This design comes from an exercise in tuning for small area, a short achievable clock period and few clock cycles on the open sky130 flow, not from production work.
In this exercise RTL edits were held to simulation tests only and were not proved equivalent to the original.

==> run a: inputs <==
==> flow/design.v <==
module divstage(
  input  [31:0] r,
  input         a,
  input  [31:0] d,
  output [31:0] rn,
  output        q
);
  wire [32:0] x = {r, a};
  wire [32:0] y = ~{1'b0, d};
  reg  [32:0] g, p, gg, pp, t;
  integer i, l;
  always @(*) begin
    g = x & y;
    p = x ^ y;
    g[0] = g[0] | p[0];                
    gg = g;
    pp = p;
    for (l = 1; l < 33; l = l * 2)     
      for (i = 2 * l - 1; i < 33; i = i + 2 * l) begin
        gg[i] = gg[i] | (pp[i] & gg[i - l]);
        pp[i] = pp[i] & pp[i - l];
      end
    for (l = 16; l >= 1; l = l / 2)    
      for (i = 3 * l - 1; i < 33; i = i + 2 * l) begin
        gg[i] = gg[i] | (pp[i] & gg[i - l]);
        pp[i] = pp[i] & pp[i - l];
      end
    t = p ^ {gg[31:0], 1'b1};          
  end
  assign q  = gg[32];
  assign rn = q ? t[31:0] : x[31:0];
endmodule
module and2k(input a, input b, output y);
  assign y = a & b;
endmodule
module sfxzero(input [31:0] x, output [31:0] z);
  wire [31:0] l0 = ~x;
  wire [31:0] l1, l2, l3, l4, l5;
  genvar j;
  generate
    for (j = 0; j < 32; j = j + 1) begin : g
      if (j + 1 < 32) begin : a1 and2k u(l0[j], l0[j + 1], l1[j]); end else begin : b1 assign l1[j] = l0[j]; end
      if (j + 2 < 32) begin : a2 and2k u(l1[j], l1[j + 2], l2[j]); end else begin : b2 assign l2[j] = l1[j]; end
      if (j + 4 < 32) begin : a3 and2k u(l2[j], l2[j + 4], l3[j]); end else begin : b3 assign l3[j] = l2[j]; end
      if (j + 8 < 32) begin : a4 and2k u(l3[j], l3[j + 8], l4[j]); end else begin : b4 assign l4[j] = l3[j]; end
      if (j + 16 < 32) begin : a5 and2k u(l4[j], l4[j + 16], l5[j]); end else begin : b5 assign l5[j] = l4[j]; end
    end
  endgenerate
  assign z = l5;
endmodule
module grpsel #(parameter SB = 4, parameter NG = 8) (
  input  [31:0]   az,                
  input  [31:0]   d,
  input  [31:0]   m,
  output [NG-1:0] g1
);
  localparam W = SB * NG;
  wire [32:0] azx = {1'b1, az};
  reg [NG-1:0] need, oh;
  reg skq, mzp;
  integer gi, pg, kk;
  always @(*) begin
    for (gi = 0; gi < NG; gi = gi + 1) begin
      pg = W - SB * (gi + 1);
      skq = 1'b0;
      for (kk = 0; kk < 32; kk = kk + 1)
        if (pg + kk <= 32) skq = skq | (d[kk] & azx[pg + kk]);
        else skq = skq | d[kk];
      mzp = (pg >= 32) ? 1'b1 : ~|(m >> pg);
      need[gi] = (gi == NG - 1) | (|d & ~(skq & (azx[pg > 32 ? 32 : pg] | mzp)));
    end
    for (gi = 0; gi < NG; gi = gi + 1)
      oh[gi] = need[gi] & ((need & ((1 << gi) - 1)) == 0);
  end
  assign g1 = oh;
endmodule
module hacc #(parameter SB = 4) (
  input  [31:0]   acc,
  input           cin,               
  input  [31:0]   x,
  input  [31:0]   s,
  input  [SB-1:0] yb,
  input  [SB-1:0] q,
  output [31:0]   accn
);
  reg [31:0] cs, cc, v, ns, nc;
  integer j;
  always @(*) begin
    cs = acc << SB;
    cc = {{(31-SB){1'b0}}, cin, {SB{1'b0}}};
    for (j = 0; j < SB; j = j + 1) begin
      v  = yb[j] ? (x << j) : 32'd0;
      ns = cs ^ cc ^ v;
      nc = (cs & cc) | (cs & v) | (cc & v);
      cs = ns;
      cc = {nc[30:0], 1'b0};
    end
    for (j = SB - 1; j >= 0; j = j - 1) begin
      v  = q[j] ? (s << j) : 32'd0;
      ns = cs ^ cc ^ v;
      nc = (cs & cc) | (cs & v) | (cc & v);
      cs = ns;
      cc = {nc[30:0], 1'b0};
    end
  end
  assign accn = cs + cc;
endmodule
module expr_unit(
  input clk,
  input rst,
  input start,
  input [31:0] i1,
  input [31:0] i2,
  input [31:0] i3,
  output op_ready,
  output reg done,
  output [31:0] result
);
localparam SB = 4;                
localparam NG = (32 + SB - 1) / SB;  
localparam W  = SB * NG;
reg [31:0]   a_q, b_q, d_q;          
reg [31:0]   az_q;                   
reg [31:0]   r_q;                    
reg [31:0]   acc_q;                  
reg [NG-1:0] grp_q;                  
reg          busy_q, first_q;
reg          ready_q;                 
assign op_ready = ready_q;
assign result   = acc_q;
wire [31:0] az_in;
sfxzero u_az(.x(i1), .z(az_in));
always @(posedge clk) begin
  a_q  <= i1;
  b_q  <= i2;
  d_q  <= i3;
  az_q <= az_in;
end
wire [31:0] m_w = b_q & d_q;
wire [NG-1:0] g1;
grpsel #(.SB(SB), .NG(NG)) u_grp(.az(az_q), .d(d_q), .m(m_w), .g1(g1));
wire [NG-1:0] grp = first_q ? g1 : grp_q;
wire last = grp[NG-1];
wire        sel_m = (m_w <= a_q);
wire [31:0] x_w   = sel_m ? a_q : m_w;
wire [31:0] y_w   = sel_m ? m_w : a_q;
wire [31:0] s_w   = a_q + b_q;
wire [W-1:0] ap = {{(W-32){1'b0}}, a_q};
wire [W-1:0] yp = {{(W-32){1'b0}}, y_w};
reg [SB-1:0] abits, ybits;
reg [31:0]   rinit;
integer bi;
always @(*) begin
  abits = {SB{1'b0}};
  ybits = {SB{1'b0}};
  rinit = 32'd0;
  for (bi = 0; bi < NG; bi = bi + 1) begin
    abits = abits | (ap[W-1-SB*bi -: SB] & {SB{grp[bi]}});
    ybits = ybits | (yp[W-1-SB*bi -: SB] & {SB{grp[bi]}});
    rinit = rinit | ((a_q >> (W - SB * bi)) & {32{grp[bi]}});
  end
end
wire [31:0] rs [0:SB];
wire [SB-1:0] q;
assign rs[0] = first_q ? rinit : r_q;
genvar k;
generate
  for (k = 0; k < SB; k = k + 1) begin : st
    divstage u(.r(rs[k]), .a(abits[SB-1-k]), .d(d_q), .rn(rs[k+1]), .q(q[SB-1-k]));
  end
endgenerate
wire [31:0] acc_n;
wire        d_zero = (d_q == 32'd0);
wire [31:0] acc_in = first_q ? (d_zero ? ~s_w : 32'd0) : acc_q;
wire        acc_ci = first_q & d_zero;
hacc #(.SB(SB)) u_acc(.acc(acc_in), .cin(acc_ci), .x(x_w), .s(s_w), .yb(ybits), .q(q), .accn(acc_n));
always @(posedge clk) begin
  r_q   <= rs[SB];
  acc_q <= acc_n;
  grp_q <= grp << 1;
end
always @(posedge clk or posedge rst) begin
  if (rst) ready_q <= 1'b1;
  else     ready_q <= busy_q ? last : ~start;
end
always @(posedge clk or posedge rst) begin
  if (rst) begin
    busy_q  <= 1'b0;
    first_q <= 1'b0;
    done    <= 1'b0;
  end else begin
    done    <= busy_q & last;
    first_q <= ~busy_q;
    if (~busy_q) busy_q <= start;
    else if (last) busy_q <= 1'b0;
  end
end
endmodule
==> flow/flow/run.sh <==
#!/bin/bash
# The standard layout (standard.sh: the ORFS flow with the standard
# synthesis), with
#  - the port buffers that ORFS inserts made plain buf_2 cells instead of
#    the delay buffers buffer_ports picks by default;
#  - ORFS's own timing repair (after CTS and after global routing) asked to
#    keep a setup slack margin, so that it sizes the few paths that set the
#    achieved period instead of stopping as soon as the 90 ns clock is met.
set -euo pipefail
export BUFFER_PORTS_ARGS="-buffer_cell sky130_fd_sc_hd__buf_2"
export SETUP_SLACK_MARGIN=70.9
bash standard.sh > flow.log 2>&1
==> flow/standard.sh <==
#!/bin/bash
# synth_recipe.tcl (not shown) runs the flow's synth.tcl, then flattens the netlist and writes it again
# the make line also repeats each setting of config.mk as NAME=value (left out here)
make -C /OpenROAD-flow-scripts/flow DESIGN_CONFIG=/design/flow/config.mk WORK_HOME=/design/flow/orfs CLKGATE_MAP_FILE= SYNTH_SCRIPT=/design/flow/synth_recipe.tcl "${@:-finish}"
==> flow/config.mk <==
export PLATFORM = sky130hd
export DESIGN_NAME = expr_unit
export DESIGN_NICKNAME = expr_unit
export VERILOG_FILES = /design/flow/design.v
export SDC_FILE = /design/flow/constraint.sdc
export NUM_CORES = 4
export LEC_CHECK = 0
export CAP_MARGIN = 20
export CORE_MARGIN = 2
export CORE_UTILIZATION = 40
export SLEW_MARGIN = 20
export SYNTH_HIERARCHICAL = 1
==> flow/constraint.sdc <==
create_clock -name core_clock -period 90.0 [get_ports {clk}]
set_input_delay 18.0000 -clock core_clock [delete_from_list [all_inputs] [get_ports {clk}]]
set_output_delay 18.0000 -clock core_clock [all_outputs]
set_load 0.01 [all_outputs]
==> inputs of run b, as changes to run a <==
--- a/flow/design.v
+++ b/flow/design.v
@@ -117,5 +117,5 @@
   output [31:0] result
 );
-localparam SB = 4;                
+localparam SB = 5;                
 localparam NG = (32 + SB - 1) / SB;  
 localparam W  = SB * NG;
@@ -180,8 +180,5 @@
   grp_q <= grp << 1;
 end
-always @(posedge clk or posedge rst) begin
-  if (rst) ready_q <= 1'b1;
-  else     ready_q <= busy_q ? last : ~start;
-end
+always @(posedge clk) ready_q <= busy_q ? last : ~start;
 always @(posedge clk or posedge rst) begin
   if (rst) begin
==> qor summary <==
| metric | run b | run a |
|---|---|---|
| Starting density of the core | 40.2% | 40.3% |
| Multi-Input Combinational | 2410 | 2145 |
| Met1 routed wirelength after detailed routing | 39100 microns | 36600 microns |
| Share of the final layout cell area in multi-input gates | 72.8% | 70.9% |
| Global Route met2 Usage | 38.6% | 40.1% |
| Outcome | no timing/DRC/antenna violations | no timing/DRC/antenna violations |
| Detailed-route vias per instance | 5.51 | 5.72 |
| Filler cell count in the final layout | 7247 | 6321 |
| Largest net degree at the start of global routing | 57 | 61 |
| Termination of the worst setup path | result[18] | op_ready |
| Reg clk slew, reported paths | 0.12 ns | 0.09 ns |
| Die width | 274 microns | 259 microns |
| Met3 Wirelength | 5580 microns | 5790 microns |
| Seq. cell area | 4020 sq um | 4010 sq um |
| Global-route wire length before repair | 138000 microns | 129000 microns |
Testbench counts of run a, summed over its fixed seeds: cycles 2,016.
Testbench counts of run b, summed over its fixed seeds: cycles 1,766.

## what the ideal ports hide
No port has a modelled driver above. Below, the same layouts with a new extraction and two added sets of constraints.
Step 1 assumes that a clkbuf_16 drives the clock port and a buf_2 every other input.
Step 2, shift: input delay + t, output delay - t, t = (earliest + latest rising clock arrival at the registers) / 2. This alone moves slack from input paths to output paths.
Slacks: ideal / step 1 / step 2; pairs: ideal / step 1.
run | t, ns | setup slack, ns | slew at the worst register clock pin (ns)
run a | 0.578 | 70.856 / 70.792 / 70.925 | 0.11 / 0.11
run b | 0.575 | 70.940 / 70.875 / 70.863 | 0.12 / 0.12
After both steps setup and hold are still met in every run listed. The setup slack of run b, which loses most, moves by -0.065 ns with the drivers and by -0.077 ns with both steps.
